Source: an optimization exercise on an open RTL-to-GDS flow (aim: small area and a short achievable clock period). Production flows keep margins and buffers that such runs may drop.
Function was checked by simulation only, so behaviour that the tests miss may differ from the original.
Power figures rest on the tool's default switching activity, not on a simulated workload.

==> flow/design.v (outline; a module is shown in full before it is edited, if it fits) <==
// module fa: 6 lines
// module fa_nbit: 23 lines
// module and_1: 5 lines
// module and_32: 14 lines
// module or_1: 5 lines
// module or_32: 14 lines
// module not_1: 5 lines
// module not_32: 13 lines
// module xor_1: 5 lines
// module xor_32: 14 lines
// module xor_5: 14 lines
// module zero: 7 lines
// module zero_5bit: 7 lines
// module mux_1: 5 lines
// module mux2to1_nbit: 15 lines
// module mux2to1_277bit: 16 lines
// module mux2to1_251bit: 16 lines
// module mux2to1_179bit: 16 lines
// module mux2to1_64bit: 16 lines
// module mux2to1_5bit: 16 lines
// module mux2to1_32bit: 16 lines
// module mux4to1_32bit: 27 lines
// module mux8to1_32bit: 31 lines
// module mux16to1_32bit: 39 lines
// module mux32to1_32bit: 59 lines
// module decoder_2to4: 9 lines
// module decoder_3to8: 11 lines
// module decoder_5to32: 11 lines
// module decoder_4to16: 11 lines
// module dff: 12 lines
// module register1: 9 lines
// module register32: 17 lines
// module PipeCtlRegN: 17 lines
// module PipeCtlRegN1: 22 lines
// module extend_1to32: 7 lines
// module extend_8to32: 17 lines
// module extend_16to32: 12 lines
// module extend_26to32: 9 lines
// module shift: 35 lines
// module setter: 21 lines
// module alu: 53 lines
// module check_branch: 15 lines
// module control: 99 lines
// module outData: 30 lines
// module multiplier: 87 lines
// module register_file: 54 lines
// module register_file_fp: 88 lines
// module instruction_fetch: 27 lines
// module if_id_reg: 17 lines
// module instruction_decode: 139 lines
// module id_ex_reg: 46 lines
// module execute: 117 lines
// module ex_mem_reg: 36 lines
// module memory_stage: 54 lines
// module mem_wb_reg: 29 lines
// module write_back: 52 lines
// module load_stall: 39 lines
// module mem_ex_hazard: 40 lines
// module wb_ex_hazard: 39 lines
// module wb_id_hazard: 30 lines
// ... 1 more modules
module pipeline_processor(clk,reset,DMEM_BUS_OUT,DMEM_BUS_IN,IMEM_BUS_OUT,IMEM_BUS_IN);
  // ...
==> flow/run.sh <==
#!/bin/bash
# synth_recipe.tcl (not shown) runs the flow's synth.tcl, then flattens the netlist and writes it again
# the make line also repeats each setting of config.mk as NAME=value (left out here)
make -C /OpenROAD-flow-scripts/flow DESIGN_CONFIG=/design/flow/config.mk WORK_HOME=/design/flow/orfs CLKGATE_MAP_FILE= SYNTH_SCRIPT=/design/flow/synth_recipe.tcl finish
==> flow/config.mk <==
export PLATFORM = sky130hd
export DESIGN_NAME = pipeline_processor
export DESIGN_NICKNAME = pipeline_processor
export VERILOG_FILES = /design/flow/design.v
export SDC_FILE = /design/flow/constraint.sdc
export NUM_CORES = 4
export LEC_CHECK = 0
export CAP_MARGIN = 20
export CORE_MARGIN = 2
export CORE_UTILIZATION = 35
export SLEW_MARGIN = 20
==> flow/constraint.sdc <==
create_clock -name core_clock -period 18.0 [get_ports {clk}]
set_input_delay 3.6000 -clock core_clock [delete_from_list [all_inputs] [get_ports {clk}]]
set_output_delay 3.6000 -clock core_clock [all_outputs]
set_load 0.01 [all_outputs]
==> impl_metrics.prom, run 1 <==
# TYPE chip_impl_metric gauge
chip_impl_metric{name="multi_input_comb_cells",unit=""} 14000
chip_impl_metric{name="final-clk-cell-share",unit="%"} 5.50
chip_impl_metric{name="maxSlewHeadroom",unit="%"} 8.46
chip_impl_metric{name="numClockSinks",unit=""} 2997
chip_impl_info{name="layout.cells.most_common_list",value="sky130_fd_sc_hd__nand2_1, sky130_fd_sc_hd__dfxtp_1, sky130_fd_sc_hd__a21boi_0"} 1
chip_impl_metric{name="worst_ir_drop_vdd",unit="mV"} 0.152
chip_impl_metric{name="placement.io_buffers",unit=""} 164
chip_impl_metric{name="postLayoutCoreUtil",unit="%"} 39.0
chip_impl_metric{name="well_tap_count",unit=""} 7208
chip_impl_metric{name="postSynthRegisterBits",unit=""} 2997
chip_impl_metric{name="final_antenna_net_count",unit=""} 0
chip_impl_metric{name="n_sequential_cell",unit=""} 2997
chip_impl_metric{name="ios",unit=""} 165
chip_impl_metric{name="cts_hold_buf",unit=""} 0
chip_impl_metric{name="power.leakage",unit="uW"} 0.0912
chip_impl_metric{name="synthAdderAreaFrac",unit="%"} 11.3
chip_impl_metric{name="gr-usage-all-layers",unit="%"} 29.8
chip_impl_metric{name="clk_buffers",unit=""} 509
chip_impl_metric{name="power.density_cell_area",unit="mW/mm2"} 155
chip_impl_metric{name="postRouteWirelength",unit="um"} 842000
chip_impl_info{name="worstSetupStartpoint",value="MEM_WB_REG.MEM_WB_REG.out[36]"} 1
chip_impl_info{name="outcome",value="timing/DRC/antenna clean"} 1
chip_impl_info{name="yosys-top-cells-count",value="sky130_fd_sc_hd__nand2_1, sky130_fd_sc_hd__dfxtp_1, sky130_fd_sc_hd__clkbuf_1"} 1
chip_impl_info{name="cp_slowest_cell",value="sky130_fd_sc_hd__or4b_2"} 1
chip_impl_metric{name="area.sequential",unit="mm2"} 0.0656
chip_impl_metric{name="core_area",unit="mm2"} 0.540
chip_impl_metric{name="cts.repair.resized",unit=""} 0
chip_impl_metric{name="h-tree-depth",unit=""} 5
chip_impl_info{name="mostFrequentLayoutCell",value="sky130_fd_sc_hd__nand2_1"} 1
chip_impl_metric{name="gp_congestion",unit=""} 1.03
chip_impl_metric{name="finClkSkew",unit="ps"} 97.3
chip_impl_metric{name="synth_enable_flop_cells",unit=""} 194
chip_impl_metric{name="viasPerCell",unit=""} 5.93
chip_impl_info{name="worst_r2r_endpoint",value="EX_MEM_REGISTER.EX_MEM_REG.out[100]"} 1
chip_impl_info{name="endpoint_with_the_worst_hold_slack",value="MEM_WB_REG.MEM_WB_REG.out[163]"} 1
chip_impl_info{name="synth_top_flop_cell",value="sky130_fd_sc_hd__dfxtp_1"} 1
chip_impl_metric{name="post_drt_wl_per_cell",unit="um"} 31.6
chip_impl_info{name="hold_path.startpoint",value="EX_MEM_REGISTER.EX_MEM_REG.out[235]"} 1
chip_impl_metric{name="max_clock_freq",unit="MHz"} 57.0
chip_impl_info{name="min-delay-path-class",value="reg -> reg"} 1
chip_impl_metric{name="power.switching",unit="uW"} 15600
==> module alu, before the edit <==
module alu(A, B, ctrl, ALUout, zero,of);
    input [0:31] A, B;
    input [0:3] ctrl;
    output [0:31] ALUout;
    output zero;
    output of;
    wire [0:31] and_out, or_out, xor_out;
    wire [0:31] b_not, add_sub_in, add_sub_out;
    wire [0:31] shift_out;
    wire seq_1bit, sne_1bit, sle_1bit, sgt_1bit, sge_1bit, slt_1bit;
    wire [0:31] seq_out, sne_out, sle_out, sgt_out, sge_out, slt_out;
    wire [0:4] shift_amount;
    wire add_sub_cout;
    wire add_of;
    assign of = add_of;
    and_32 AND_32(A, B, and_out);
    or_32 OR_32(A, B, or_out);
    xor_32 XOR_32(A, B, xor_out);
    not_32 NEGATE_B(B, b_not);
    mux2to1_32bit ADD_OR_SUB(B, b_not, ctrl[3], add_sub_in);
    fa_nbit FULL_ADDER(A, add_sub_in, ctrl[3], add_sub_out, add_sub_cout,add_of);
    assign shift_amount = {B[27:31]};
    shift SHIFTER(A, shift_amount, ctrl[1], ctrl[2], shift_out);
    setter SET_FLAGS(A, B, seq_1bit, sne_1bit, sle_1bit, slt_1bit, sge_1bit, sgt_1bit);
    assign zero = seq_1bit;
    extend_1to32 EXTEND_SEQ(seq_1bit, 1'b0, seq_out);
    extend_1to32 EXTEND_SNE(sne_1bit, 1'b0, sne_out);
    extend_1to32 EXTEND_SLE(sle_1bit, 1'b0, sle_out);
    extend_1to32 EXTEND_SLT(slt_1bit, 1'b0, slt_out);
    extend_1to32 EXTEND_SGE(sge_1bit, 1'b0, sge_out);
    extend_1to32 EXTEND_SGT(sgt_1bit, 1'b0, sgt_out);
    mux16to1_32bit FINAL_MUX
                (
                add_sub_out,  
                add_sub_out,  
                slt_out,  
                sle_out,  
                sgt_out,  
                sge_out,  
                and_out, 
                shift_out,  
                and_out, 
                shift_out,  
                shift_out,  
                seq_out, 
                sne_out,  
                and_out,  
                or_out, 
                xor_out,  
                ctrl,
                ALUout
                );
endmodule
==> module multiplier, before the edit <==
module multiplier(clk,reset,mul,a,b,done,working,result);
	input clk,reset,mul;
	input [0:31] a,b;
	output done,working;
	output [0:63] result;
	wire [0:15] a_h,a_l,b_h,b_l;
	assign a_h = a[0:15];
	assign a_l = a[16:31];
	assign b_h = b[0:15];
	assign b_l = b[16:31];
	localparam STATE_Initial = 3'd0,
				STATE_1 = 3'd1,
				STATE_2 = 3'd2,
				STATE_3 = 3'd3,
				STATE_4 = 3'd4,
				STATE_5 = 3'd5,
				STATE_6 = 3'd6,
				STATE_7 = 3'd7;
	reg [0:2] CurrentState,NextState;
	reg [0:31] H,L,Z,P,P1,P2,H_L; 
	reg working,done;
	always @ (posedge clk) begin
		if (~reset)  
			CurrentState <= STATE_Initial;
		else 
			CurrentState <= NextState;
	end
	always @ (*) begin
		NextState = CurrentState;
		case (CurrentState)
			STATE_Initial: begin 
				if (mul==1'b0) 
					NextState = STATE_Initial;
				else
					NextState = STATE_1;
			end
			STATE_1: begin
				NextState = STATE_2;
			end
			STATE_2: begin
				NextState = STATE_3;
			end
			STATE_3: begin 
				NextState = STATE_4;
			end
			STATE_4: begin
				NextState = STATE_Initial;
			end
			STATE_5: begin
				NextState = STATE_Initial;
			end
			STATE_6: begin
				NextState = STATE_Initial;
			end
			STATE_7: begin
				NextState = STATE_Initial;
			end
		endcase
	end
	always @ (posedge clk) begin 
		case (CurrentState)
			STATE_Initial: begin 
				H <= a_h * b_h;
				P1 <= a_h+a_l;
			end 
			STATE_1: begin 
				P2 <= b_h+b_l;
				L <= a_l * b_l;
			end 
			STATE_2 : begin 
				P <= (P1)*(P2);
				H_L <= H + L;
			end
			STATE_3 : begin 
				Z <= P - H_L;
			end 
			default: begin
			end
		endcase
	end
	always @ (*) begin
		working = (CurrentState == STATE_Initial) ? mul :
		          (CurrentState == STATE_4) ? 1'b0 : 1'b1;
		done = (CurrentState == STATE_4);
	end
	assign result = ({32'd0,H}<<32)+({32'd0,Z}<<16)+{32'd0,L};
endmodule
==> module register_file, before the edit <==
module register_file(
    rd,  
    ra,  
    rb,  
    busW,  
    clk,  
    writeEnable,  
    reset,  
    busA,  
    busB  
    );
    input [0:4] rd, ra, rb;
    input [0:31] busW;
    input clk, writeEnable, reset;
    output [0:31] busA, busB;
    wire [0:31] reg_out[0:31];
    wire [0:31] reg_we;
    decoder_5to32 DECODE_REG_WRITE (rd, writeEnable, reg_we);
    genvar i;
    generate
        for (i=0; i<32; i=i+1) begin: REGISTER_FILE_32
            register32 REGISTER32 (
                .inData(busW),
                .clk(clk),
                .writeEnable(reg_we[i]),
                .reset(reset),
                .outData(reg_out[i]));
        end
    endgenerate
    mux32to1_32bit MUX_A (
        reg_out[0], reg_out[1], reg_out[2], reg_out[3],
        reg_out[4], reg_out[5], reg_out[6], reg_out[7],
        reg_out[8], reg_out[9], reg_out[10], reg_out[11],
        reg_out[12], reg_out[13], reg_out[14], reg_out[15],
        reg_out[16], reg_out[17], reg_out[18], reg_out[19],
        reg_out[20], reg_out[21], reg_out[22], reg_out[23],
        reg_out[24], reg_out[25], reg_out[26], reg_out[27],
        reg_out[28], reg_out[29], reg_out[30], reg_out[31],
        ra,
        busA
    );
    mux32to1_32bit MUX_B (
        reg_out[0], reg_out[1], reg_out[2], reg_out[3],
        reg_out[4], reg_out[5], reg_out[6], reg_out[7],
        reg_out[8], reg_out[9], reg_out[10], reg_out[11],
        reg_out[12], reg_out[13], reg_out[14], reg_out[15],
        reg_out[16], reg_out[17], reg_out[18], reg_out[19],
        reg_out[20], reg_out[21], reg_out[22], reg_out[23],
        reg_out[24], reg_out[25], reg_out[26], reg_out[27],
        reg_out[28], reg_out[29], reg_out[30], reg_out[31],
        rb,
        busB
    );
endmodule
==> module register_file_fp, before the edit <==
module register_file_fp(
    rd,  
    ra,  
    rb,  
    busW,  
    bit_64,  
    clk,  
    writeEnable,  
    reset,  
    busA,  
    busB  
    );
    input [0:4] rd, ra, rb;
    input [0:63] busW;
    input bit_64;
    input clk, writeEnable, reset;
    output [0:31] busA, busB;
    wire [0:31] reg_out[0:31];
    wire [0:31] reg32_we, reg_we;
    wire [0:15] reg64_we;
    wire [0:31] busW_even, busW_odd;
    assign busW_odd = busW[32:63];
    mux2to1_32bit CHOOSE_EVEN_BUSW(
    	.X(busW[32:63]),
    	.Y(busW[0:31]),
    	.sel(bit_64),
    	.Z(busW_even)
    );
    decoder_5to32 DECODE_32BIT (rd, writeEnable, reg32_we);
    decoder_4to16 DECODE_64BIT (rd[0:3], writeEnable, reg64_we);
    genvar i;
    genvar j;
    genvar k;
    generate
    	for (i=0;i<32; i=i+1) begin: MUX_WE
    		mux_1 CHOOSE_WRITE_ENABLE (
    			.x(reg32_we[i]),
    			.y(reg64_we[i/2]),
    			.sel(bit_64),
    			.z(reg_we[i])
    		);
    	end
    endgenerate
    generate
        for (j=0; j<32; j=j+2) begin: REGISTER_FILE_EVEN
            register32 REGISTER32_EVEN (
                .inData(busW_even),
                .clk(clk),
                .writeEnable(reg_we[j]),
                .reset(reset),
                .outData(reg_out[j]));
        end
    endgenerate
    generate
        for (k=1; k<32; k=k+2) begin: REGISTER_FILE_ODD
            register32 REGISTER32_ODD (
                .inData(busW_odd),
                .clk(clk),
                .writeEnable(reg_we[k]),
                .reset(reset),
                .outData(reg_out[k]));
        end
    endgenerate
    mux32to1_32bit MUX_A (
        reg_out[0], reg_out[1], reg_out[2], reg_out[3],
        reg_out[4], reg_out[5], reg_out[6], reg_out[7],
        reg_out[8], reg_out[9], reg_out[10], reg_out[11],
        reg_out[12], reg_out[13], reg_out[14], reg_out[15],
        reg_out[16], reg_out[17], reg_out[18], reg_out[19],
        reg_out[20], reg_out[21], reg_out[22], reg_out[23],
        reg_out[24], reg_out[25], reg_out[26], reg_out[27],
        reg_out[28], reg_out[29], reg_out[30], reg_out[31],
        ra,
        busA
    );
    mux32to1_32bit MUX_B (
        reg_out[0], reg_out[1], reg_out[2], reg_out[3],
        reg_out[4], reg_out[5], reg_out[6], reg_out[7],
        reg_out[8], reg_out[9], reg_out[10], reg_out[11],
        reg_out[12], reg_out[13], reg_out[14], reg_out[15],
        reg_out[16], reg_out[17], reg_out[18], reg_out[19],
        reg_out[20], reg_out[21], reg_out[22], reg_out[23],
        reg_out[24], reg_out[25], reg_out[26], reg_out[27],
        reg_out[28], reg_out[29], reg_out[30], reg_out[31],
        rb,
        busB
    );
endmodule
==> module pipeline_processor, before the edit <==
module pipeline_processor(clk,reset,DMEM_BUS_OUT,DMEM_BUS_IN,IMEM_BUS_OUT,IMEM_BUS_IN);
    parameter DMEM_BUS_OUT_SIZE = 67;  
    parameter DMEM_BUS_IN_SIZE = 32;
    parameter IMEM_BUS_OUT_SIZE = 32;
    parameter IMEM_BUS_IN_SIZE = 32;
    parameter ID_EXEC_WIDTH = 277;
    parameter EXEC_MEM_WIDTH = 283;
    parameter MEM_WB_WIDTH = 179;
    input clk,reset;
    input [0:DMEM_BUS_IN_SIZE-1] DMEM_BUS_IN;  
    input [0:IMEM_BUS_IN_SIZE-1] IMEM_BUS_IN;  
    output [0:DMEM_BUS_OUT_SIZE-1] DMEM_BUS_OUT;  
    output [0:IMEM_BUS_OUT_SIZE-1] IMEM_BUS_OUT;  
    wire rs1_mem_ex_hazard,rs2_mem_ex_hazard;
    wire store_mem_ex_hazard,store_wb_ex_hazard;
    wire rs1_wb_ex_hazard,rs2_wb_ex_hazard;
    wire [0:31] aluResult_mem_in,aluResult_wb_in;  
    wire [0:31] RegWriteVal_wb_out;
    wire load_stall_id_if;
    wire wb_mem_hazard;
    wire [0:31] leapAddr_ex_out;
    wire [0:31] leapAddr_mem_in;
    wire leap_ex_out;
    wire leap_mem_in;
    wire trap_id;
    wire trap_ex;
    wire trap_mem;
    wire trap_wb;
    wire stall_ex_out;
    wire [0:31] pcplus4_if_out, instruction_if_out;
    wire [0:31] pc_out;
    wire pc_we;
    assign pc_we = ~load_stall_id_if & ~stall_ex_out;
    assign IMEM_BUS_OUT = pc_out;
    instruction_fetch IF_STAGE(
        .leap_addr(leapAddr_mem_in),
        .leap(leap_mem_in),
        .pc_we(pc_we),
        .clk(clk),
        .reset(reset),
        .pcplus4(pcplus4_if_out),
        .pc_out_(pc_out)
    );
    assign instruction_if_out = IMEM_BUS_IN;
    wire [0:63] IF_ID_IN,IF_ID_OUT;
    assign IF_ID_IN = {pcplus4_if_out,instruction_if_out};
    wire if_id_flush;
    assign if_id_flush = leap_mem_in | load_stall_id_if;
    if_id_reg IF_ID_REG(
        .in(IF_ID_IN),
        .flush(if_id_flush),
        .out(IF_ID_OUT),
        .clk(clk),
        .we(stall_ex_out),
        .reset(reset)
    );
    wire [0:31] nextPC_id_in, instruction_id_in;
    wire [0:4] r1_id,r2_id; 
    wire [0:31] reg1_id,reg2_id; 
    wire [0:31] nextPC_id_out;
    wire [0:31] opA_id;
    wire [0:31] opB_id;
    wire [0:25] offset_26_id;
    wire [0:15] offset_16_id;
    wire [0:4] destReg_id;
    wire PCtoReg_id;
    wire RegToPC_id;
    wire jump_id;
    wire branch_id;
    wire branchZero_id;
    wire RType_id;
    wire RegWrite_id;
    wire MemToReg_id;
    wire MemWrite_id;
    wire loadSign_id;
    wire mul_id;
    wire extOp_id;
    wire LHIOp_id;
    wire [0:1] DSize_id;
    wire [0:3] ALUCtrl_id;
    wire [0:25] imm26_id;
    wire [0:15] imm16_id;
    wire [0:31] memVal_id;
    wire jumpNonReg_id;
    wire FPRType_id;
    wire FPRegWrite_id;
    wire movfp2i_id,movi2fp_id;
    assign nextPC_id_in = IF_ID_OUT[0:31];
    assign instruction_id_in = IF_ID_OUT[32:63];
    assign r1_id = instruction_id_in[6:10];
    assign r2_id = instruction_id_in[11:15];
    wire [0:4] fDestReg_id;
    assign fDestReg_id = instruction_id_in[16:20];
    instruction_decode ID_STAGE(
        .nextPC_in(nextPC_id_in),
        .instruction_in(instruction_id_in),
        .clk(clk),
        .reset(reset),
        .busA_in(reg1_id),
        .busB_in(reg2_id),
        .nextPC_out(nextPC_id_out),
        .PCtoReg_out(PCtoReg_id),
        .RegToPC_out(RegToPC_id),
        .jump_out(jump_id),
        .branch_out(branch_id),
        .branchZero_out(branchZero_id),
        .RType_out(RType_id),
        .RegWrite_out(RegWrite_id),
        .MemToReg_out(MemToReg_id),
        .MemWrite_out(MemWrite_id),
        .loadSign_out(loadSign_id),
        .mul_out(mul_id),
        .extOp_out(extOp_id),
        .LHIOp_out(LHIOp_id),
        .DSize_out(DSize_id),
        .ALUCtrl_out(ALUCtrl_id),
        .busA_out(opA_id),
        .busB_out(opB_id),
        .imm16_out(offset_16_id),
        .imm26_out(offset_26_id),
        .destReg(destReg_id),
        .memVal_out(memVal_id),
        .jumpNonReg_out(jumpNonReg_id),
        .trap_out(trap_id),
        .FPRType_out(FPRType_id),
        .FPRegWrite_out(FPRegWrite_id),
        .movfp2i_out(movfp2i_id),
        .movi2fp_out(movi2fp_id)
    );
    wire [0:31] f1_id, f2_id;
    wire [0:ID_EXEC_WIDTH-1] ID_EXEC_IN,ID_EXEC_OUT;
    assign ID_EXEC_IN = 
    {
            nextPC_id_in,
            opA_id,opB_id, offset_26_id, offset_16_id,
            destReg_id,
            PCtoReg_id, RegToPC_id,
            jump_id, branch_id,
            branchZero_id, RType_id, 
            RegWrite_id, MemToReg_id, 
            MemWrite_id, loadSign_id, 
            mul_id, DSize_id, ALUCtrl_id,
            memVal_id,
            jumpNonReg_id,
            r1_id,r2_id,
            trap_id,
            f1_id,f2_id,fDestReg_id,
            FPRType_id,FPRegWrite_id,
            movfp2i_id,movi2fp_id
    };
    wire id_ex_flush;
    assign id_ex_flush = leap_mem_in;
    id_ex_reg ID_EX_REG(
        .in(ID_EXEC_IN),
        .clk(clk),
        .reset(reset),
        .we(stall_ex_out),
        .out(ID_EXEC_OUT),
        .flush(id_ex_flush)
    );
    wire [0:31] nextPC_ex_in,nextPC_ex_out;
    wire [0:31] opA_ex_in;
    wire [0:31] opB_ex_in;
    wire [0:25] offset_26_ex_in;
    wire [0:15] offset_16_ex_in;
    wire [0:4] destReg_ex_in;
    wire PCtoReg_ex_in;
    wire RegToPC_ex_in;
    wire jump_ex_in;
    wire branch_ex_in;
    wire branchZero_ex_in;
    wire RType_ex_in;
    wire RegWrite_ex_in;
    wire MemToReg_ex_in;
    wire MemWrite_ex_in;
    wire loadSign_ex_in;
    wire mul_ex_in;
    wire [0:1] DSize_ex_in;
    wire [0:3] ALUCtrl_ex_in;
    wire [0:31] memVal_ex_in;
    wire jumpNonReg_ex_in;
    wire [0:4] r1_ex_in,r2_ex_in;
    wire [0:31] f1_ex_in,f2_ex_in;
    wire [0:4] fDestReg_ex_in;
    wire FPRType_ex_in,FPRegWrite_ex_in,movfp2i_ex_in,movi2fp_ex_in;
    wire [0:31] aluResult_ex_out;
    wire [0:4] destReg_ex_out;
    wire PCtoReg_ex_out;
    wire RegToPC_ex_out;
    wire RegWrite_ex_out;
    wire MemToReg_ex_out;
    wire MemWrite_ex_out;
    wire loadSign_ex_out;
    wire [0:1] DSize_ex_out;
    wire [0:31] memVal_ex_out;
    wire [0:4] fDestReg_ex_out;
    wire [0:63] fbusW_ex_out;
    wire FPRegWrite_ex_out; 
    wire mul_ex_out;  
    wire [0:31] opA_id_ex_out,opB_id_ex_out;
    assign nextPC_ex_in = ID_EXEC_OUT[0:31];
    assign opA_id_ex_out = ID_EXEC_OUT[32:63];
    assign opB_id_ex_out = ID_EXEC_OUT[64:95];
    assign offset_26_ex_in = ID_EXEC_OUT[96:121];
    assign offset_16_ex_in = ID_EXEC_OUT[122:137];
    assign destReg_ex_in = ID_EXEC_OUT[138:142];
    assign PCtoReg_ex_in = ID_EXEC_OUT[143];
    assign RegToPC_ex_in = ID_EXEC_OUT[144];
    assign jump_ex_in = ID_EXEC_OUT[145];
    assign branch_ex_in = ID_EXEC_OUT[146];
    assign branchZero_ex_in = ID_EXEC_OUT[147];
    assign RType_ex_in = ID_EXEC_OUT[148];
    assign RegWrite_ex_in = ID_EXEC_OUT[149];
    assign MemToReg_ex_in = ID_EXEC_OUT[150];
    assign MemWrite_ex_in = ID_EXEC_OUT[151];
    assign loadSign_ex_in = ID_EXEC_OUT[152];
    assign mul_ex_in = ID_EXEC_OUT[153];
    assign DSize_ex_in = ID_EXEC_OUT[154:155];
    assign ALUCtrl_ex_in = ID_EXEC_OUT[156:159];
    assign memVal_ex_in = ID_EXEC_OUT[160:191];
    assign jumpNonReg_ex_in = ID_EXEC_OUT[192];
    assign r1_ex_in = ID_EXEC_OUT[193:197];
    assign r2_ex_in = ID_EXEC_OUT[198:202];
    assign trap_ex = ID_EXEC_OUT[203];
    assign f1_ex_in = ID_EXEC_OUT[204:235];
    assign f2_ex_in = ID_EXEC_OUT[236:267];
    assign fDestReg_ex_in = ID_EXEC_OUT[268:272];
    assign FPRType_ex_in = ID_EXEC_OUT[273];
    assign FPRegWrite_ex_in = ID_EXEC_OUT[274];
    assign movfp2i_ex_in = ID_EXEC_OUT[275];
    assign movi2fp_ex_in = ID_EXEC_OUT[276];
    wire [0:31] opA_ex_mem_hzd,opB_ex_mem_hzd;
    wire [0:31] opA_wb_ex_hzd, opB_wb_ex_hzd;
    mux2to1_32bit OPA_WB_EX_HAZARD(
        .X(opA_id_ex_out),
        .Y(RegWriteVal_wb_out),
        .sel(rs1_wb_ex_hazard),
        .Z(opA_wb_ex_hzd)
    );
    mux2to1_32bit OPB_WB_EX_HAZARD(
        .X(opB_id_ex_out),
        .Y(RegWriteVal_wb_out),
        .sel(rs2_wb_ex_hazard),
        .Z(opB_wb_ex_hzd)
    );
    mux2to1_32bit OPA_MEM_EX_HAZARD(
        .X(opA_wb_ex_hzd),
        .Y(aluResult_mem_in),
        .sel(rs1_mem_ex_hazard),
        .Z(opA_ex_in)
    );
    mux2to1_32bit OPB_MEM_EX_HAZARD(
        .X(opB_wb_ex_hzd),
        .Y(aluResult_mem_in),
        .sel(rs2_mem_ex_hazard),
        .Z(opB_ex_in)
    );
    wire [0:31] memVal_partial_ex_in;
    wire [0:31] memVal_correct_ex_in;
    mux2to1_32bit WB_EX_STORE_HAZARD(
        .X(memVal_ex_in),
        .Y(aluResult_wb_in),
        .sel(store_wb_ex_hazard),
        .Z(memVal_partial_ex_in)
    );
    mux2to1_32bit MEM_EX_STORE_HAZARD(
        .X(memVal_partial_ex_in),
        .Y(aluResult_mem_in),
        .sel(store_mem_ex_hazard),
        .Z(memVal_correct_ex_in)
    );
    execute EXEC_STAGE(
        .clk(clk),
        .reset(reset),
        .nextPC_in(nextPC_ex_in),
        .opA_in(opA_ex_in),
        .opB_in(opB_ex_in),
        .offset26_in(offset_26_ex_in),
        .offset16_in(offset_16_ex_in),
        .destReg_in(destReg_ex_in),
        .PCtoReg_in(PCtoReg_ex_in),
        .RegToPC_in(RegToPC_ex_in),
        .jump_in(jump_ex_in),
        .branch_in(branch_ex_in),
        .branchZero_in(branchZero_ex_in),
        .RType_in(RType_ex_in),
        .RegWrite_in(RegWrite_ex_in),
        .MemToReg_in(MemToReg_ex_in),
        .MemWrite_in(MemWrite_ex_in),
        .loadSign_in(loadSign_ex_in),
        .mul_in(mul_ex_in),
        .DSize_in(DSize_ex_in),
        .ALUCtrl_in(ALUCtrl_ex_in),
        .memVal_in(memVal_correct_ex_in),
        .f1_in(f1_ex_in),  
        .f2_in(f2_ex_in),  
        .fDestReg_in(fDestReg_ex_in),  
        .FPRType_in(FPRType_ex_in),  
        .FPRegWrite_in(FPRegWrite_ex_in),  
        .movfp2i_in(movfp2i_ex_in),  
        .movi2fp_in(movi2fp_ex_in),  
        .nextPC_out(nextPC_ex_out),
        .aluResult_out(aluResult_ex_out),
        .leapAddr_out(leapAddr_ex_out),
        .destReg_out(destReg_ex_out),
        .PCtoReg_out(PCtoReg_ex_out),
        .RegToPC_out(RegToPC_ex_out),
        .RegWrite_out(RegWrite_ex_out),
        .MemToReg_out(MemToReg_ex_out),
        .MemWrite_out(MemWrite_ex_out),
        .loadSign_out(loadSign_ex_out),
        .DSize_out(DSize_ex_out),
        .leap_out(leap_ex_out),
        .memVal_out(memVal_ex_out),
        .stall_out(stall_ex_out),
        .fDestReg_out(fDestReg_ex_out),
        .fbusW(fbusW_ex_out),
        .FPRegWrite_out(FPRegWrite_ex_out),
        .mul_out(mul_ex_out)        
    );
    wire [0:31] opB_ex_out,opA_ex_out;
    assign opB_ex_out = opB_ex_in;
    assign opA_ex_out = opA_ex_in;
    wire [0:4] rs2_ex_out;
    assign rs2_ex_out = r2_ex_in;
    wire [0:EXEC_MEM_WIDTH-1] EXEC_MEM_IN,EXEC_MEM_OUT;
    assign EXEC_MEM_IN = 
    {
           nextPC_ex_out,opB_ex_out,
           destReg_ex_out,aluResult_ex_out,
           PCtoReg_ex_out,RegToPC_ex_out,
           RegWrite_ex_out,MemToReg_ex_out,
           MemWrite_ex_out,loadSign_ex_out,
           DSize_ex_out,
           leapAddr_ex_out, leap_ex_out,
           memVal_ex_out,
           rs2_ex_out,
           trap_ex,
           fDestReg_ex_out,fbusW_ex_out,
           FPRegWrite_ex_out,mul_ex_out,
           opA_ex_out
    };
    wire ex_mem_flush;
    assign ex_mem_flush = leap_mem_in;
    ex_mem_reg EX_MEM_REGISTER(
        .in(EXEC_MEM_IN),
        .clk(clk),
        .reset(reset),
        .we(stall_ex_out),
        .out(EXEC_MEM_OUT),
        .flush(ex_mem_flush)
    );
    wire [0:31] nextPC_mem_in;
    wire [0:31] opB_mem_in;
    wire [0:4] destReg_mem_in;
    wire PCtoReg_mem_in;
    wire RegToPC_mem_in;
    wire RegWrite_mem_in;
    wire MemToReg_mem_in;
    wire MemWrite_mem_in;
    wire loadSign_mem_in;
    wire [0:1] DSize_mem_in;
    wire [0:31] memVal_mem_in;
    wire [0:4] fDestReg_mem_in,fDestReg_mem_out;
    wire [0:63] fbusW_mem_in,fbusW_mem_out;
    wire FPRegWrite_mem_in, FPRegWrite_mem_out;
    wire mul_mem_in,mul_mem_out;
    wire [0:31] nextPC_mem_out;
    wire [0:4] destReg_mem_out;
    wire [0:31] aluResult_mem_out;
    wire [0:31] dataOut_mem_out;
    wire PCtoReg_mem_out, RegToPC_mem_out, RegWrite_mem_out, MemToReg_mem_out;
    wire loadSign_mem_out;
    wire [0:1] DSize_mem_out;
    wire [0:4] rs2_mem_in;
    assign nextPC_mem_in = EXEC_MEM_OUT[0:31];
    assign opB_mem_in = EXEC_MEM_OUT[32:63];
    assign destReg_mem_in = EXEC_MEM_OUT[64:68];
    assign aluResult_mem_in = EXEC_MEM_OUT[69:100];
    assign PCtoReg_mem_in = EXEC_MEM_OUT[101];
    assign RegToPC_mem_in = EXEC_MEM_OUT[102];
    assign RegWrite_mem_in = EXEC_MEM_OUT[103];
    assign MemToReg_mem_in = EXEC_MEM_OUT[104];
    assign MemWrite_mem_in = EXEC_MEM_OUT[105];
    assign loadSign_mem_in = EXEC_MEM_OUT[106];
    assign DSize_mem_in = EXEC_MEM_OUT[107:108];
    wire [0:31] leapAddr_mem_temp;
    assign leapAddr_mem_temp = EXEC_MEM_OUT[109:140];
    assign leap_mem_in = EXEC_MEM_OUT[141];
    assign memVal_mem_in = EXEC_MEM_OUT[142:173];
    assign rs2_mem_in = EXEC_MEM_OUT[174:178];
    assign trap_mem = EXEC_MEM_OUT[179];
    assign fDestReg_mem_in = EXEC_MEM_OUT[180:184];
    assign fbusW_mem_in = EXEC_MEM_OUT[185:248];
    assign FPRegWrite_mem_in = EXEC_MEM_OUT[249];
    assign mul_mem_in = EXEC_MEM_OUT[250];
    wire[0:31] OpA_mem_in;
    assign OpA_mem_in = EXEC_MEM_OUT[251:282];
    wire [0:31] pc_nonreg_mem;
    wire sum_cout,sum_of;
    fa_nbit ADD_IMM(leapAddr_mem_temp,nextPC_mem_in, 1'b0,pc_nonreg_mem,sum_cout,sum_of);
    mux2to1_32bit IMM_OR_REG(pc_nonreg_mem, OpA_mem_in, RegToPC_mem_in, leapAddr_mem_in);
    assign DMEM_BUS_OUT = {aluResult_mem_in,memVal_mem_in,MemWrite_mem_in,DSize_mem_in};
    wire [0:31] dataOut;
    assign dataOut = DMEM_BUS_IN;
    memory_stage MEM_STAGE(
        .clk(clk),
        .reset(reset),
        .nextPC_in(nextPC_mem_in),
        .opB_in(opB_mem_in),
        .destReg_in(destReg_mem_in),
        .aluResult_in(aluResult_mem_in),
        .PCtoReg_in(PCtoReg_mem_in),
        .RegWrite_in(RegWrite_mem_in),
        .MemToReg_in(MemToReg_mem_in),
        .loadSign_in(loadSign_mem_in),
        .DSize_in(DSize_mem_in),
        .dMemValue_in(dataOut),
        .fDestReg_in(fDestReg_mem_in),
        .fbusW_in(fbusW_mem_in),
        .FPRegWrite_in(FPRegWrite_mem_in),
        .mul_in(mul_mem_in),
        .nextPC_out(nextPC_mem_out),
        .destReg_out(destReg_mem_out),
        .aluResult_out(aluResult_mem_out),
        .dataOut_out(dataOut_mem_out),
        .PCtoReg_out(PCtoReg_mem_out),
        .RegWrite_out(RegWrite_mem_out),
        .MemToReg_out(MemToReg_mem_out),
        .loadSign_out(loadSign_mem_out),
        .DSize_out(DSize_mem_out),
        .fDestReg_out(fDestReg_mem_out),
        .fbusW_out(fbusW_mem_out),
        .FPRegWrite_out(FPRegWrite_mem_out),
        .mul_out(mul_mem_out)
    );
    wire[0:MEM_WB_WIDTH-1] MEM_WB_IN, MEM_WB_OUT;
    assign MEM_WB_IN = {
        nextPC_mem_out,destReg_mem_out,
        aluResult_mem_out,dataOut_mem_out,
        PCtoReg_mem_out, RegWrite_mem_out,
        MemToReg_mem_out, loadSign_mem_out,
        DSize_mem_out,
        trap_mem,
        fDestReg_mem_out,fbusW_mem_out,
        FPRegWrite_mem_out,mul_mem_out
    };
    mem_wb_reg MEM_WB_REG(
        .in(MEM_WB_IN),
        .clk(clk),
        .reset(reset),
        .we(stall_ex_out),
        .out(MEM_WB_OUT)
    );
    wire [0:31] nextPC_wb_in; 
    wire [0:4] destReg_wb_in; 
    wire [0:31] dataOut_wb_in; 
    wire PCtoReg_wb_in; 
    wire RegWrite_wb_in;
    wire MemToReg_wb_in;
    wire loadSign_wb_in;
    wire [0:1] DSize_wb_in;
    wire [0:4] destReg_wb_out;
    wire RegWrite_wb_out;
    wire [0:4] fDestReg_wb_in,fDestReg_wb_out;
    wire [0:63] fbusW_wb_in,fbusW_wb_out;
    wire FPRegWrite_wb_in,FPRegWrite_wb_out;
    wire mul_wb_in,mul_wb_out;
    assign nextPC_wb_in = MEM_WB_OUT[0:31];
    assign destReg_wb_in = MEM_WB_OUT[32:36];
    assign aluResult_wb_in = MEM_WB_OUT[37:68];
    assign dataOut_wb_in = MEM_WB_OUT[69:100];
    assign PCtoReg_wb_in = MEM_WB_OUT[101];
    assign RegWrite_wb_in = MEM_WB_OUT[102];
    assign MemToReg_wb_in = MEM_WB_OUT[103];
    assign loadSign_wb_in = MEM_WB_OUT[104];
    assign DSize_wb_in = MEM_WB_OUT[105:106];
    assign trap_wb = MEM_WB_OUT[107];
    assign fDestReg_wb_in = MEM_WB_OUT[108:112];
    assign fbusW_wb_in = MEM_WB_OUT[113:176];
    assign FPRegWrite_wb_in = MEM_WB_OUT[177];
    assign mul_wb_in = MEM_WB_OUT[178];
    assign fDestReg_wb_out = fDestReg_wb_in;
    assign fbusW_wb_out = fbusW_wb_in;
    assign FPRegWrite_wb_out = FPRegWrite_wb_in;
    assign mul_wb_out = mul_wb_in;
    write_back WRITE_BACK_STAGE(
        .nextPC_in(nextPC_wb_in),
        .destReg_in(destReg_wb_in),
        .aluResult_in(aluResult_wb_in),
        .dataOut_in(dataOut_wb_in),
        .PCtoReg_in(PCtoReg_wb_in),
        .RegWrite_in(RegWrite_wb_in),
        .MemToReg_in(MemToReg_wb_in),
        .loadSign_in(loadSign_wb_in),
        .DSize_in(DSize_wb_in),
        .destReg_out(destReg_wb_out),
        .RegWrite_out(RegWrite_wb_out),
        .RegWriteVal_out(RegWriteVal_wb_out)
    );
    wire [0:31] r1_reg_file,r2_reg_file;
    register_file REG_FILE(
            .rd(destReg_wb_out),  
            .ra(r1_id),  
            .rb(r2_id),  
            .busW(RegWriteVal_wb_out),  
            .clk(clk),  
            .writeEnable(RegWrite_wb_out),  
            .reset(reset),  
            .busA(r1_reg_file),  
            .busB(r2_reg_file)  
    );
    register_file_fp FP_REG_FILE(
        .rd(fDestReg_wb_out),
        .ra(r1_id),
        .rb(r2_id),
        .busW(fbusW_wb_out),
        .bit_64(mul_wb_out),
        .clk(clk),
        .reset(reset),
        .writeEnable(FPRegWrite_wb_out),
        .busA(f1_id),
        .busB(f2_id)
    );
    wire wb_id_hazard_rs1, wb_id_hazard_rs2;
    wire [0:31] busW;
    assign busW = RegWriteVal_wb_out;
    wb_id_hazard WB_ID_HAZARD(
        .rs1_id(r1_id),
        .rs2_id(r2_id),
        .rd_wb(destReg_wb_out),
        .we_wb(RegWrite_wb_out),
        .wb_id_hazard_rs1(wb_id_hazard_rs1),
        .wb_id_hazard_rs2(wb_id_hazard_rs2)
    );
    mux2to1_32bit HAZARD_BUS_A_ID(
        .X(r1_reg_file),
        .Y(busW),
        .sel(wb_id_hazard_rs1),
        .Z(reg1_id)
    );
    mux2to1_32bit HAZARD_BUS_B_ID(
        .X(r2_reg_file),
        .Y(busW),
        .sel(wb_id_hazard_rs2),
        .Z(reg2_id)
    );
    mem_ex_hazard MEM_EX_HAZARD(
        .regWrite_mem(RegWrite_mem_in),
        .rd_mem(destReg_mem_in),
        .load_mem(MemToReg_mem_in),
        .jumpNonReg_ex(jumpNonReg_ex_in),
        .RType_ex(RType_ex_in),
        .store_ex(MemWrite_ex_in),
        .rs1_ex(r1_ex_in),
        .rs2_ex(r2_ex_in),
        .rs1_hazard(rs1_mem_ex_hazard),
        .rs2_hazard(rs2_mem_ex_hazard),
        .store_hazard(store_mem_ex_hazard)
    );
    wb_ex_hazard WB_EX_HAZARD(
        .regWrite_wb(RegWrite_wb_in),
        .rd_wb(destReg_wb_in),
        .jumpNonReg_ex(jumpNonReg_ex_in),
        .RType_ex(RType_ex_in),
        .store_ex(MemWrite_ex_in),
        .rs1_ex(r1_ex_in),
        .rs2_ex(r2_ex_in),
        .rs1_hazard(rs1_wb_ex_hazard),
        .rs2_hazard(rs2_wb_ex_hazard),
        .store_hazard(store_wb_ex_hazard)
    );
    load_stall LOAD_STALL(
        .MemToReg_id(MemToReg_id),
        .rd_id(destReg_id),
        .instruction_if(instruction_if_out),
        .stall(load_stall_id_if)
    );
endmodule
==> run 2, diff against run 1 <==
==> flow/design.v (replaced) <==
module zero(X,z);
    parameter WIDTH=32;
    input [0:(WIDTH-1)] X;
    output z;
    wire [0:WIDTH] cascade;
    assign z = (X==32'b0);
endmodule
module zero_5bit(X,z);
    parameter WIDTH=5;
    input [0:(WIDTH-1)] X;
    output z;
    wire [0:WIDTH] cascade;
    assign z = (X==5'b0);
endmodule
module alu(A, B, ctrl, ALUout);
    input [0:31] A, B;
    input [0:3] ctrl;
    output reg [0:31] ALUout;
    wire sub = (ctrl != 4'd0);
    wire [0:31] sum = A + (B ^ {32{sub}}) + {31'd0, sub};
    wire eq = (A == B);
    wire lt = (A[0] ^ B[0]) ? A[0] : sum[0];
    wire [0:31] sl  = A << B[27:31];
    wire [0:63] srx = {{32{ctrl[1] & A[0]}}, A} >> B[27:31];
    wire [0:31] sr  = srx[32:63];
    always @(*) begin
        case (ctrl)
            4'd0, 4'd1: ALUout = sum;
            4'd2:  ALUout = {31'd0, lt};
            4'd3:  ALUout = {31'd0, lt | eq};
            4'd4:  ALUout = {31'd0, ~(lt | eq)};
            4'd5:  ALUout = {31'd0, ~lt};
            4'd7, 4'd10: ALUout = sr;
            4'd9:  ALUout = sl;
            4'd11: ALUout = {31'd0, eq};
            4'd12: ALUout = {31'd0, ~eq};
            4'd14: ALUout = A | B;
            4'd15: ALUout = A ^ B;
            default: ALUout = A & B;
        endcase
    end
endmodule
module control(
    instruction,  
    PCtoReg, 
    regToPC, 
    jump, 
    branch,
    branchZero, 
    RType,  
    RegWrite,  
    DSize,
    MemToReg,  
    MemWrite,  
    loadSign,  
    ALUCtrl,
    mul_out,
    extOp,  
    LHIOp,  
    jumpNonReg,
    FPRType_out,  
    FPRegWrite_out,
    movfp2i_out,
    movi2fp_out  
);
    input [0:31] instruction;
    output PCtoReg, regToPC, jump, branch, branchZero, RType, RegWrite, MemToReg, MemWrite, mul_out, extOp, LHIOp,loadSign,jumpNonReg;
    output [0:1] DSize;
    output [0:3] ALUCtrl;
    output FPRType_out,FPRegWrite_out;
    output movi2fp_out,movfp2i_out;
    wire FPRType;
    assign FPRType_out = FPRType;
    wire movi2fp;
    wire movfp2i;
    wire [0:5] opcode, func;
    wire [0:4] fpfunc;
    wire [0:4] rs1, rs2, rd;
    wire [0:15] imm16;
    wire [0:25] imm26;
    wire jumpNotLink;
    wire mul;
    wire sub;  
    wire slt, sle, sgt, sge, seq, sne;
    wire sra, srl, sll;
    wire andwire, orwire, xorwire;
    wire iz;
    assign opcode = instruction[0:5];
    assign func = instruction[26:31];
    assign fpfunc = instruction[27:31];
    assign rs1 = instruction[6:10];
    assign rs2 = instruction[11:15];
    assign rd = instruction[16:20];
    assign imm16 = instruction[16:31];
    assign imm26 = instruction[6:31];
    assign mul_out = mul;
    zero INSTRUCTION_ZERO(
        .X(instruction),
        .z(iz)
    );
    assign jumpNonReg = ~(opcode[0] | opcode[1] | opcode[2] | opcode[3] ) & opcode[4]& ~iz;
    assign PCtoReg = (~opcode[0]) & (~opcode[2]) & (~opcode[3]) & opcode[4] & opcode[5]& ~iz;
    assign regToPC = (~opcode[0]) & opcode[1] & (~opcode[2]) & (~opcode[3]) & opcode[4]&~iz;
    assign jump = (~opcode[0]) & (~opcode[2]) & (~opcode[3]) & opcode[4]&~iz;
    assign branch = (~opcode[0]) & (~opcode[1]) & (~opcode[2]) & opcode[3] & (~opcode[4])&~iz;
    assign branchZero = branch & (~opcode[5])&~iz;
    assign jumpNotLink = jump & (~PCtoReg)&~iz;
    assign RType = ((~opcode[0]) & (~opcode[1]) & (~opcode[2]) & (~opcode[3]) & (~opcode[4]) & (~opcode[5]))&~iz;
    assign FPRType = (~opcode[0]) & (~opcode[1]) & (~opcode[2]) & (~opcode[3]) & (~opcode[4]) & opcode[5]&~iz;  
    assign RegWrite = (movfp2i | ((~MemWrite) & (~jumpNotLink) & (~branch)) ) & (~movi2fp) &(~iz);
    assign MemToReg = opcode[0] & (~opcode[1]) & (~opcode[2]) & ((~opcode[4]) | ((~opcode[3]) & opcode[4] & opcode[5]))&~iz;
    assign MemWrite = opcode[0] & (~opcode[1]) & opcode[2] & (~opcode[3]) & ((~opcode[4]) | (opcode[4] & opcode[5]))&~iz;
    assign loadSign = opcode[0] & (~opcode[1]) & (~opcode[2]) & (~opcode[3]) & (~opcode[4])&~iz;
    assign mul = FPRType & fpfunc[2] & fpfunc[3] & (~fpfunc[4]) & (fpfunc[0] ^ fpfunc[1])&~iz;  
    assign extOp = opcode[0] | opcode[1] | (~opcode[2]) | opcode[3] | (~opcode[5])&~iz;  
    assign LHIOp = (~opcode[0]) & (~opcode[1]) & opcode[2] & opcode[3] & opcode[4] & opcode[5]&~iz;
    assign DSize[0] = opcode[0] & (~opcode[1]) & (~opcode[3]) & opcode[4] & opcode[5]&~iz;
    assign DSize[1] = (opcode[0] & (~opcode[1]) & (~opcode[3]) & opcode[5]) | (opcode[0] & (~opcode[1]) & (~opcode[2]) & opcode[3] & (~opcode[4]) & opcode[5])&~iz;
    assign sub = ((~opcode[0]) & (~opcode[1]) & opcode[2] & (~opcode[3]) & opcode[4]) | (RType & func[0] & (~func[1]) & (~func[2]) & (~func[3]) & func[4])&~iz;
    assign slt = ((~opcode[0]) & opcode[1] & opcode[2] & (~opcode[3]) & opcode[4] & (~opcode[5])) | (RType & func[0] & (~func[1]) & func[2] & (~func[3]) & func[4] & (~func[5]))&~iz;
    assign sle = ((~opcode[0]) & opcode[1] & opcode[2] & opcode[3] & (~opcode[4]) & (~opcode[5])) | (RType & func[0] & (~func[1]) & func[2] & func[3] & (~func[4]) & (~func[5]))&~iz;
    assign sgt = ((~opcode[0]) & opcode[1] & opcode[2] & (~opcode[3]) & opcode[4] & opcode[5]) | (RType & func[0] & (~func[1]) & func[2] & (~func[3]) & func[4] & func[5])&~iz;
    assign sge = ((~opcode[0]) & opcode[1] & opcode[2] & opcode[3] & (~opcode[4]) & opcode[5]) | (RType & func[0] & (~func[1]) & func[2] & func[3] & (~func[4]) & func[5])&~iz;
    assign seq = ((~opcode[0]) & opcode[1] & opcode[2] & (~opcode[3]) & (~opcode[4]) & (~opcode[5])) | (RType & func[0] & (~func[1]) & func[2] & (~func[3]) & (~func[4]) & (~func[5]))&~iz;
    assign sne = ((~opcode[0]) & opcode[1] & opcode[2] & (~opcode[3]) & (~opcode[4]) & opcode[5]) | (RType & func[0] & (~func[1]) & func[2] & (~func[3]) & (~func[4]) & func[5])&~iz;
    assign sra = ((~opcode[0]) & opcode[1] & (~opcode[2]) & opcode[3] & opcode[4] & opcode[5]) | (RType & (~func[0]) & (~func[1]) & (~func[2]) & func[3] & func[4] & func[5])&~iz;
    assign srl = ((~opcode[0]) & opcode[1] & (~opcode[2]) & opcode[3] & opcode[4] & (~opcode[5])) | (RType & (~func[0]) & (~func[1]) & (~func[2]) & func[3] & func[4] & (~func[5]))&~iz;
    assign sll = ((~opcode[0]) & (~opcode[1]) & opcode[2] & opcode[3] & opcode[4] & opcode[5]) | ((~opcode[0]) & opcode[1] & (~opcode[2]) & opcode[3] & (~opcode[4]) & (~opcode[5])) | (RType & (~func[0]) & (~func[1]) & (~func[2]) & func[3] & (~func[4]) & (~func[5]))&~iz;
    assign andwire = ((~opcode[0]) & (~opcode[1]) & opcode[2] & opcode[3] & (~opcode[4]) & (~opcode[5])) | (RType & func[0] & (~func[1]) & (~func[2]) & func[3] & (~func[4]) & (~func[5]))&~iz;
    assign orwire = ((~opcode[0]) & (~opcode[1]) & opcode[2] & opcode[3] & (~opcode[4]) & opcode[5]) | (RType & func[0] & (~func[1]) & (~func[2]) & func[3] & (~func[4]) & func[5])&~iz;
    assign xorwire = ((~opcode[0]) & (~opcode[1]) & opcode[2] & opcode[3] & opcode[4] & (~opcode[5])) | (RType & func[0] & (~func[1]) & (~func[2]) & func[3] & func[4] & (~func[5]))&~iz;
    assign ALUCtrl[0] = (sll | srl | seq | sne | andwire | orwire | xorwire)&~iz;
    assign ALUCtrl[1] = (sgt | sge | sra | sne | andwire | orwire | xorwire)&~iz;
    assign ALUCtrl[2] = (slt | sle | sra | srl | seq | orwire | xorwire)&~iz;
    assign ALUCtrl[3] = (sub | sle | sge | sra | sll | seq | andwire | xorwire)&~iz;
    assign movfp2i = RType & (func[0] & func[1] & (~func[2]) & func[3] & (~func[4]) & (~func[5]));
    assign movi2fp = RType & (func[0] & func[1] & (~func[2]) & func[3] & (~func[4]) & func[5]);
    assign movfp2i_out = movfp2i;
    assign movi2fp_out = movi2fp;
    assign FPRegWrite_out =  mul | movi2fp;
endmodule
module multiplier(clk, reset, mul, a, b, done, result);
    input clk, reset, mul;
    input [0:31] a, b;
    output done;
    output [0:63] result;
    reg [0:2] state;
    always @(posedge clk) begin
        if (~reset)
            state <= 3'd0;
        else case (state)
            3'd0: state <= mul ? 3'd1 : 3'd0;
            3'd1: state <= 3'd2;
            3'd2: state <= 3'd3;
            3'd3: state <= 3'd4;
            default: state <= 3'd0;
        endcase
    end
    assign done = (state == 3'd4);
    reg [0:31] H, L, X;
    wire a_lo = (state == 3'd0) | (state == 3'd3);
    wire b_lo = (state == 3'd0) | (state == 3'd2);
    wire [0:15] ma = a_lo ? a[16:31] : a[0:15];
    wire [0:15] mb = b_lo ? b[16:31] : b[0:15];
    wire [0:31] addend = (state == 3'd3) ? X : 32'd0;
    wire [0:31] p = ma * mb + addend;
    always @(posedge clk) begin
        case (state)
            3'd0: L <= p;
            3'd1: H <= p;
            3'd2, 3'd3: X <= p;
            default: ;
        endcase
    end
    assign result = {H, L} + {16'd0, X, 16'd0};
endmodule
module register_file(clk, reset, we, wa, wd, ra, rb, qa, qb);
    input clk, reset, we;
    input [0:4] wa, ra, rb;
    input [0:31] wd;
    output [0:31] qa, qb;
    reg [0:31] r [0:31];
    wire [0:31] wdr = wd & {32{reset}};
    genvar i;
    generate
        for (i = 0; i < 32; i = i + 1) begin: REGS
            wire wen = (we & (wa == i)) | ~reset;
            always @(posedge clk)
                if (wen) r[i] <= wdr;
        end
    endgenerate
    assign qa = r[ra];
    assign qb = r[rb];
endmodule
module register_file_fp(clk, reset, we, w64, wa, wd, ra, rb, qa, qb);
    input clk, reset, we, w64;
    input [0:4] wa, ra, rb;
    input [0:63] wd;
    output [0:31] qa, qb;
    reg [0:31] r [0:31];
    wire [0:31] wlo = wd[32:63] & {32{reset}};
    wire [0:31] whi = (w64 ? wd[0:31] : wd[32:63]) & {32{reset}};
    genvar i;
    generate
        for (i = 0; i < 32; i = i + 1) begin: REGS
            wire hit = w64 ? (wa[0:3] == (i >> 1)) : (wa == i);
            wire wen = (we & hit) | ~reset;
            always @(posedge clk)
                if (wen) r[i] <= (i % 2 == 0) ? whi : wlo;
        end
    endgenerate
    assign qa = r[ra];
    assign qb = r[rb];
endmodule
module pipeline_processor(clk,reset,DMEM_BUS_OUT,DMEM_BUS_IN,IMEM_BUS_OUT,IMEM_BUS_IN);
    input clk,reset;
    input [0:31] DMEM_BUS_IN;
    input [0:31] IMEM_BUS_IN;
    output [0:66] DMEM_BUS_OUT;
    output [0:31] IMEM_BUS_OUT;
    wire stall;              
    wire ls;                 
    reg  [0:31] pc;
    reg  [0:31] d_npc, d_ir;
    reg  [0:31] e_npc, e_ra, e_rb, e_f1, e_f2;
    reg  [0:25] e_imm;
    reg  [0:3]  e_aluc;
    reg  [0:1]  e_dsize;
    reg         e_regwrite, e_memtoreg, e_memwrite, e_jump, e_branch, e_mul, e_fpregwrite;
    reg         e_loadsign, e_rtype, e_jnr, e_pctoreg, e_regtopc, e_bz;
    reg         e_movfp2i, e_movi2fp, e_lhi, e_extop;
    reg  [0:31] m_alu, m_memval, m_la;
    reg  [0:63] m_fbus;
    reg  [0:4]  m_rd, m_fd;
    reg  [0:1]  m_dsize;
    reg         m_regwrite, m_memtoreg, m_memwrite, m_leap, m_fpregwrite;
    reg         m_loadsign, m_mul;
    reg  [0:31] w_val, w_alu;
    reg  [0:63] w_fbus;
    reg  [0:4]  w_rd, w_fd;
    reg         w_regwrite, w_fpregwrite, w_mul;
    wire [0:31] pc4 = pc + 32'd4;
    assign IMEM_BUS_OUT = pc;
    always @(posedge clk) begin
        if (~reset)
            pc <= 32'd0;
        else if (~ls & ~stall)
            pc <= m_leap ? m_la : pc4;
    end
    always @(posedge clk) begin
        if (~reset) begin
            d_ir  <= 32'd0;
        end else if (~stall) begin
            d_ir  <= (m_leap | ls) ? 32'd0 : IMEM_BUS_IN;
        end
    end
    always @(posedge clk) begin
        if (~stall)
            d_npc <= pc4;
    end
    wire [0:4] d_rs1 = d_ir[6:10];
    wire [0:4] d_rs2 = d_ir[11:15];
    wire [0:4] d_rdf = d_ir[16:20];
    wire c_pctoreg, c_regtopc, c_jump, c_branch, c_bz, c_rtype, c_regwrite;
    wire c_memtoreg, c_memwrite, c_loadsign, c_mul, c_extop, c_lhi, c_jnr;
    wire c_fprtype, c_fpregwrite, c_movfp2i, c_movi2fp;
    wire [0:1] c_dsize;
    wire [0:3] c_aluc;
    control CTRL(
        .instruction(d_ir),
        .PCtoReg(c_pctoreg), .regToPC(c_regtopc), .jump(c_jump), .branch(c_branch),
        .branchZero(c_bz), .RType(c_rtype), .RegWrite(c_regwrite), .DSize(c_dsize),
        .MemToReg(c_memtoreg), .MemWrite(c_memwrite), .loadSign(c_loadsign),
        .ALUCtrl(c_aluc), .mul_out(c_mul), .extOp(c_extop), .LHIOp(c_lhi),
        .jumpNonReg(c_jnr), .FPRType_out(c_fprtype), .FPRegWrite_out(c_fpregwrite),
        .movfp2i_out(c_movfp2i), .movi2fp_out(c_movi2fp)
    );
    wire [0:4] d_dest = c_pctoreg ? 5'd31 : (c_rtype ? d_rdf : d_rs2);
    wire [0:31] rf_a, rf_b, fp_a, fp_b;
    register_file RF(
        .clk(clk), .reset(reset),
        .we(w_regwrite), .wa(w_rd), .wd(w_val),
        .ra(d_rs1), .rb(d_rs2), .qa(rf_a), .qb(rf_b)
    );
    register_file_fp FPRF(
        .clk(clk), .reset(reset),
        .we(w_fpregwrite), .w64(w_mul), .wa(w_fd), .wd(w_fbus),
        .ra(d_rs1), .rb(d_rs2), .qa(fp_a), .qb(fp_b)
    );
    wire [0:31] d_ra = (w_regwrite && w_rd == d_rs1) ? w_val : rf_a;
    wire [0:31] d_rb = (w_regwrite && w_rd == d_rs2) ? w_val : rf_b;
    wire [0:5] f_op  = IMEM_BUS_IN[0:5];
    wire [0:4] f_rs1 = IMEM_BUS_IN[6:10];
    wire [0:4] f_rs2 = IMEM_BUS_IN[11:15];
    wire f_jnr   = ~(f_op[0] | f_op[1] | f_op[2] | f_op[3]) & f_op[4];
    wire f_rtype = (f_op == 6'd0);
    wire f_store = f_op[0] & ~f_op[1] & f_op[2] & ~f_op[3] & (~f_op[4] | (f_op[4] & f_op[5]));
    assign ls = c_memtoreg & ~f_jnr &
                (((f_rs1 == d_dest) & ~f_store) | ((f_rs2 == d_dest) & (f_rtype | f_store)));
    always @(posedge clk) begin
        if (~reset) begin
            e_regwrite <= 1'b0; e_memtoreg <= 1'b0; e_memwrite <= 1'b0;
            e_jump <= 1'b0; e_branch <= 1'b0; e_mul <= 1'b0; e_fpregwrite <= 1'b0;
        end else if (~stall) begin
            if (m_leap) begin
                e_regwrite <= 1'b0; e_memtoreg <= 1'b0; e_memwrite <= 1'b0;
                e_jump <= 1'b0; e_branch <= 1'b0; e_mul <= 1'b0; e_fpregwrite <= 1'b0;
            end else begin
                e_regwrite <= c_regwrite; e_memtoreg <= c_memtoreg; e_memwrite <= c_memwrite;
                e_jump <= c_jump; e_branch <= c_branch; e_mul <= c_mul; e_fpregwrite <= c_fpregwrite;
            end
        end
    end
    always @(posedge clk) begin
        if (~stall) begin
            e_npc <= d_npc;
            e_ra <= d_ra;
            e_rb <= d_rb;
            e_f1 <= fp_a;
            e_f2 <= fp_b;
            e_imm <= d_ir[6:31];
            e_aluc <= c_aluc;
            e_dsize <= c_dsize;
            e_loadsign <= c_loadsign;
            e_rtype <= c_rtype;
            e_jnr <= c_jnr;
            e_pctoreg <= c_pctoreg;
            e_regtopc <= c_regtopc;
            e_bz <= c_bz;
            e_movfp2i <= c_movfp2i;
            e_movi2fp <= c_movi2fp;
            e_lhi <= c_lhi;
            e_extop <= c_extop;
        end
    end
    wire [0:4]  e_rs1 = e_imm[0:4];
    wire [0:4]  e_rs2 = e_imm[5:9];
    wire [0:4]  e_rdf = e_imm[10:14];
    wire [0:15] e_i16 = e_imm[10:25];
    wire [0:4]  e_dest = e_pctoreg ? 5'd31 : (e_rtype ? e_rdf : e_rs2);
    wire m_eq1 = (m_rd == e_rs1) & m_regwrite;
    wire m_eq2 = (m_rd == e_rs2) & m_regwrite;
    wire w_eq1 = (w_rd == e_rs1) & w_regwrite;
    wire w_eq2 = (w_rd == e_rs2) & w_regwrite;
    wire hz1_m = m_eq1 & ~m_memtoreg & ~e_jnr & ~e_memwrite;
    wire hz2_m = m_eq2 & ~m_memtoreg & ~e_jnr & e_rtype;
    wire hzs_m = m_eq2 & e_memwrite;
    wire hz1_w = w_eq1 & ~e_jnr;
    wire hz2_w = w_eq2 & ~e_jnr & e_rtype;
    wire hzs_w = w_eq2 & e_memwrite;
    wire [0:31] e_a0 = e_lhi ? {16'd0, e_i16} : e_ra;
    wire [0:31] opA  = hz1_m ? m_alu : (hz1_w ? w_val : e_a0);
    wire [0:31] e_immb = e_lhi ? 32'd16 : {{16{e_extop & e_i16[0]}}, e_i16};
    wire [0:31] opB  = ~e_rtype ? e_immb : (hz2_m ? m_alu : (hz2_w ? w_val : e_rb));
    wire [0:31] e_memval = hzs_m ? m_alu : (hzs_w ? w_alu : e_rb);
    wire [0:31] alu_out;
    alu ALU(.A(opA), .B(opB), .ctrl(e_aluc), .ALUout(alu_out));
    wire [0:31] e_result = e_pctoreg ? e_npc : (e_movfp2i ? e_f1 : alu_out);
    wire a_zero = (opA == 32'd0);
    wire e_leap = e_jump | (e_branch & (e_bz ? a_zero : ~a_zero));
    wire [0:31] e_off = e_branch ? {{16{e_i16[0]}}, e_i16} : {{6{e_imm[0]}}, e_imm};
    wire [0:31] e_target = e_npc + e_off;
    wire [0:31] e_la = e_regtopc ? opA : e_target;
    wire        mul_done;
    wire [0:63] mul_result;
    multiplier MUL(
        .clk(clk), .reset(reset), .mul(e_mul),
        .a(e_f1), .b(e_f2), .done(mul_done), .result(mul_result)
    );
    assign stall = e_mul & ~mul_done;
    wire [0:63] e_fbus = {mul_result[0:31], e_movi2fp ? opA : mul_result[32:63]};
    always @(posedge clk) begin
        if (~reset) begin
            m_regwrite <= 1'b0; m_memwrite <= 1'b0; m_leap <= 1'b0; m_fpregwrite <= 1'b0;
        end else if (~stall) begin
            if (m_leap) begin
                m_regwrite <= 1'b0; m_memwrite <= 1'b0; m_leap <= 1'b0; m_fpregwrite <= 1'b0;
            end else begin
                m_regwrite <= e_regwrite; m_memwrite <= e_memwrite; m_leap <= e_leap;
                m_fpregwrite <= e_fpregwrite;
            end
        end
    end
    always @(posedge clk) begin
        if (~stall) begin
            m_alu <= e_result;
            m_memval <= e_memval;
            m_la <= e_la;
            m_fbus <= e_fbus;
            m_rd <= e_dest;
            m_fd <= e_rdf;
            m_dsize <= e_dsize;
            m_memtoreg <= e_memtoreg;
            m_loadsign <= e_loadsign;
            m_mul <= e_mul;
        end
    end
    assign DMEM_BUS_OUT = {m_alu, m_memval, m_memwrite, m_dsize};
    wire ext_b = m_loadsign & DMEM_BUS_IN[0];
    wire [0:31] m_load = (m_dsize == 2'b00) ? {{24{ext_b}}, DMEM_BUS_IN[0:7]} :
                         (m_dsize == 2'b01) ? {{16{ext_b}}, DMEM_BUS_IN[0:15]} :
                         (m_dsize == 2'b11) ? DMEM_BUS_IN : 32'd0;
    wire [0:31] m_val = m_memtoreg ? m_load : m_alu;
    always @(posedge clk) begin
        if (~reset) begin
            w_regwrite <= 1'b0; w_fpregwrite <= 1'b0;
        end else if (~stall) begin
            w_regwrite <= m_regwrite; w_fpregwrite <= m_fpregwrite;
        end
    end
    always @(posedge clk) begin
        if (~stall) begin
            w_val <= m_val;
            w_alu <= m_alu;
            w_fbus <= m_fbus;
            w_rd <= m_rd;
            w_fd <= m_fd;
            w_mul <= m_mul;
        end
    end
endmodule
==> run 2 against run 1 <==
  * Synthesized cell count shrank 47%
  * Largest power group is now sequential cells
  * Clock power shrank 12%
  * Final area shrank 27%
==> impl_metrics.prom, run 2 <==
# TYPE chip_impl_metric gauge
chip_impl_metric{name="finClkSkew",unit="ps"} 102
chip_impl_info{name="layout.cells.most_common_list",value="sky130_fd_sc_hd__edfxtp_1, sky130_fd_sc_hd__a22oi_1, sky130_fd_sc_hd__a221oi_1"} 1
chip_impl_metric{name="power.leakage",unit="uW"} 0.0551
chip_impl_metric{name="cts.path.max_buffers",unit=""} 4
chip_impl_metric{name="h-tree-depth",unit=""} 5
chip_impl_metric{name="cts_made_buffers",unit=""} 294
chip_impl_metric{name="postLayoutCoreUtil",unit="%"} 40.3
chip_impl_info{name="synth_top_flop_cell",value="sky130_fd_sc_hd__edfxtp_1"} 1
chip_impl_info{name="yosys-top-cells-count",value="sky130_fd_sc_hd__edfxtp_1, sky130_fd_sc_hd__a22oi_1, sky130_fd_sc_hd__clkbuf_1"} 1
chip_impl_metric{name="area.sequential",unit="mm2"} 0.0824
chip_impl_metric{name="cts_hold_buf",unit=""} 0
chip_impl_metric{name="numClockSinks",unit=""} 2772
chip_impl_metric{name="power.density_cell_area",unit="mW/mm2"} 177
chip_impl_metric{name="drv.max_cap_violation_count",unit=""} 0
chip_impl_metric{name="period_share",unit="%"} 51.2
chip_impl_metric{name="cts.clk_slew.worst_paths",unit="ps"} 60
chip_impl_metric{name="max_clock_freq",unit="MHz"} 108
chip_impl_metric{name="worst_ir_drop_vdd",unit="mV"} 0.654
chip_impl_info{name="min-delay-path-class",value="reg -> reg"} 1
chip_impl_info{name="synth_most_common_cell",value="sky130_fd_sc_hd__edfxtp_1"} 1
chip_impl_metric{name="final_antenna_net_count",unit=""} 0
chip_impl_metric{name="viasPerCell",unit=""} 7.19
chip_impl_metric{name="cts.repair.resized",unit=""} 0
chip_impl_info{name="top_regs",value="FPRF.r: 1024 flops, RF.r: 1024 flops"} 1
chip_impl_metric{name="synth_enable_flop_cells",unit=""} 2692
chip_impl_metric{name="grt_pass1_vias",unit=""} 106000
chip_impl_metric{name="synth_fp_nets",unit=""} 10900
chip_impl_info{name="mostFrequentLayoutCell",value="sky130_fd_sc_hd__edfxtp_1"} 1
chip_impl_metric{name="postSynthRegisterBits",unit=""} 2772
chip_impl_info{name="cp_slowest_cell",value="sky130_fd_sc_hd__mux2i_1"} 1
chip_impl_info{name="rr_startpoint",value="MUL.state[2]"} 1
chip_impl_metric{name="ios",unit=""} 165
chip_impl_metric{name="drc",unit=""} 0
chip_impl_metric{name="maxSlewHeadroom",unit="%"} 8.60
chip_impl_metric{name="postRouteWirelength",unit="um"} 676000
chip_impl_metric{name="reg2reg_depth",unit=""} 26
chip_impl_info{name="worstSetupStartpoint",value="MUL.state[2]"} 1
chip_impl_info{name="critical_path.endpoint",value="MUL.H[0]"} 1
chip_impl_metric{name="placement.io_buffers",unit=""} 164
chip_impl_metric{name="post_drt_wl_per_cell",unit="um"} 42.8
chip_impl_metric{name="grt_antenna_before_repair",unit=""} 57
chip_impl_metric{name="yosysTopAreaCellShare",unit="%"} 60.1
chip_impl_metric{name="gr-usage-all-layers",unit="%"} 33.4
chip_impl_info{name="outcome",value="timing/DRC/antenna clean"} 1
chip_impl_metric{name="n_fill_cell",unit=""} 35200
chip_impl_metric{name="gp_congestion",unit=""} 1.00
chip_impl_info{name="clockRootBuffer",value="sky130_fd_sc_hd__clkbuf_16"} 1
chip_impl_info{name="worst_r2r_endpoint",value="MUL.H[0]"} 1
chip_impl_metric{name="core_area",unit="mm2"} 0.382
-- run 2: worst min path at each step --
| stage | endpoint | startpoint | depth (start not counted) |
|---|---|---|---|
| global placement | w_fd[0] | m_fd[0] | 0 |
| detailed placement | w_fbus[22] | m_fbus[22] | 0 |
| floorplan | e_npc[0] | d_npc[0] | 0 |
| global route | w_fbus[3] | m_fbus[3] | 0 |
| CTS | w_fbus[3] | m_fbus[3] | 0 |
| finish | w_fbus[11] | m_fbus[11] | 0 |
-- run 2: layout make-up --
class / count / share of cell area, %
Clock buffer: 347 / 5.11
Timing Repair Buffer: 489 / 2.82
Antenna cell: 44 / 0.0715
Clock inverter: 183 / 1.41
Multi-Input combinational cell: 6456 / 31.8
Tap cell: 5038 / 4.10
Sequential cell: 2772 / 53.6
Inverter: 470 / 1.15
-- run 2: metal layers --
metal  vias to the layer above  GRT usage (%)  routed length (um)
met2                     13100           45.0              262000
met5                         -          0.407                 301
met4                        28           22.7               61200
met1                     55300           42.9              233000
met3                      3571           14.2              120000
li1                      41600              -                   -
-- run 2: logic make-up after synthesis --
family,Yosys count,share of synthesized area [%]
compound gates,3314,18.3
xor+xnor,228,1.49
flops,2772,61.3
buf+inv,1169,3.34
simple gates,2147,7.59
mux,281,2.17
fa+ha+maj,486,5.80
-- run 2: stage by stage --
stage / instances / power [uW] / setup WS (ps) / cell area (um2) / hold WS (ps)
finish: 15800 / 27200 / 8780 / 154000 / 399
global route: 15800 / 28200 / 8310 / 154000 / 403
CTS: 15800 / 26800 / 8810 / 154000 / 394
detailed placement: 15200 / 20500 / 8810 / 144000 / 405
global placement: 15200 / 20400 / 8910 / 144000 / 400
floorplan: 10400 / 15700 / 5350 / 134000 / 400
-- run 2: report_power, final --
part           internal, uW  total, uW  switching, uW  leakage [uW]
clock                  3760       6470           2710       0.00490
sequential             9530      10700           1150        0.0286
combinational          3130      10100           6970        0.0216
total                 16400      27200          10800        0.0551

[re-timing with driven ports]
How much do the figures lean on ideal ports? The routed layouts below were timed once more, with nothing changed but the port constraints.
Step 1 sets driving cells, clkbuf_16 on the clock port and buf_2 on the other inputs (assumed; they add their load-dependent delay and slew).
Step 2 also shifts input and output timing later by t, the mid clock arrival at the registers, as if the neighbouring blocks saw the same clock.
Three values: ideal ports, drivers, drivers and shift; two values: the first two.
run	shift t [ns]	setup slack, ns	hold WS [ns]	worst setup path after step 2	cell pins on the clock port's net
run 1	1.104	0.470 / 0.470 / 0.470	0.414 / 0.414 / 0.414	register to register	1
run 2	1.041	8.780 / 8.780 / 8.780	0.399 / 0.399 / 0.399	register to register	1
After both steps setup and hold are still met in every run listed.
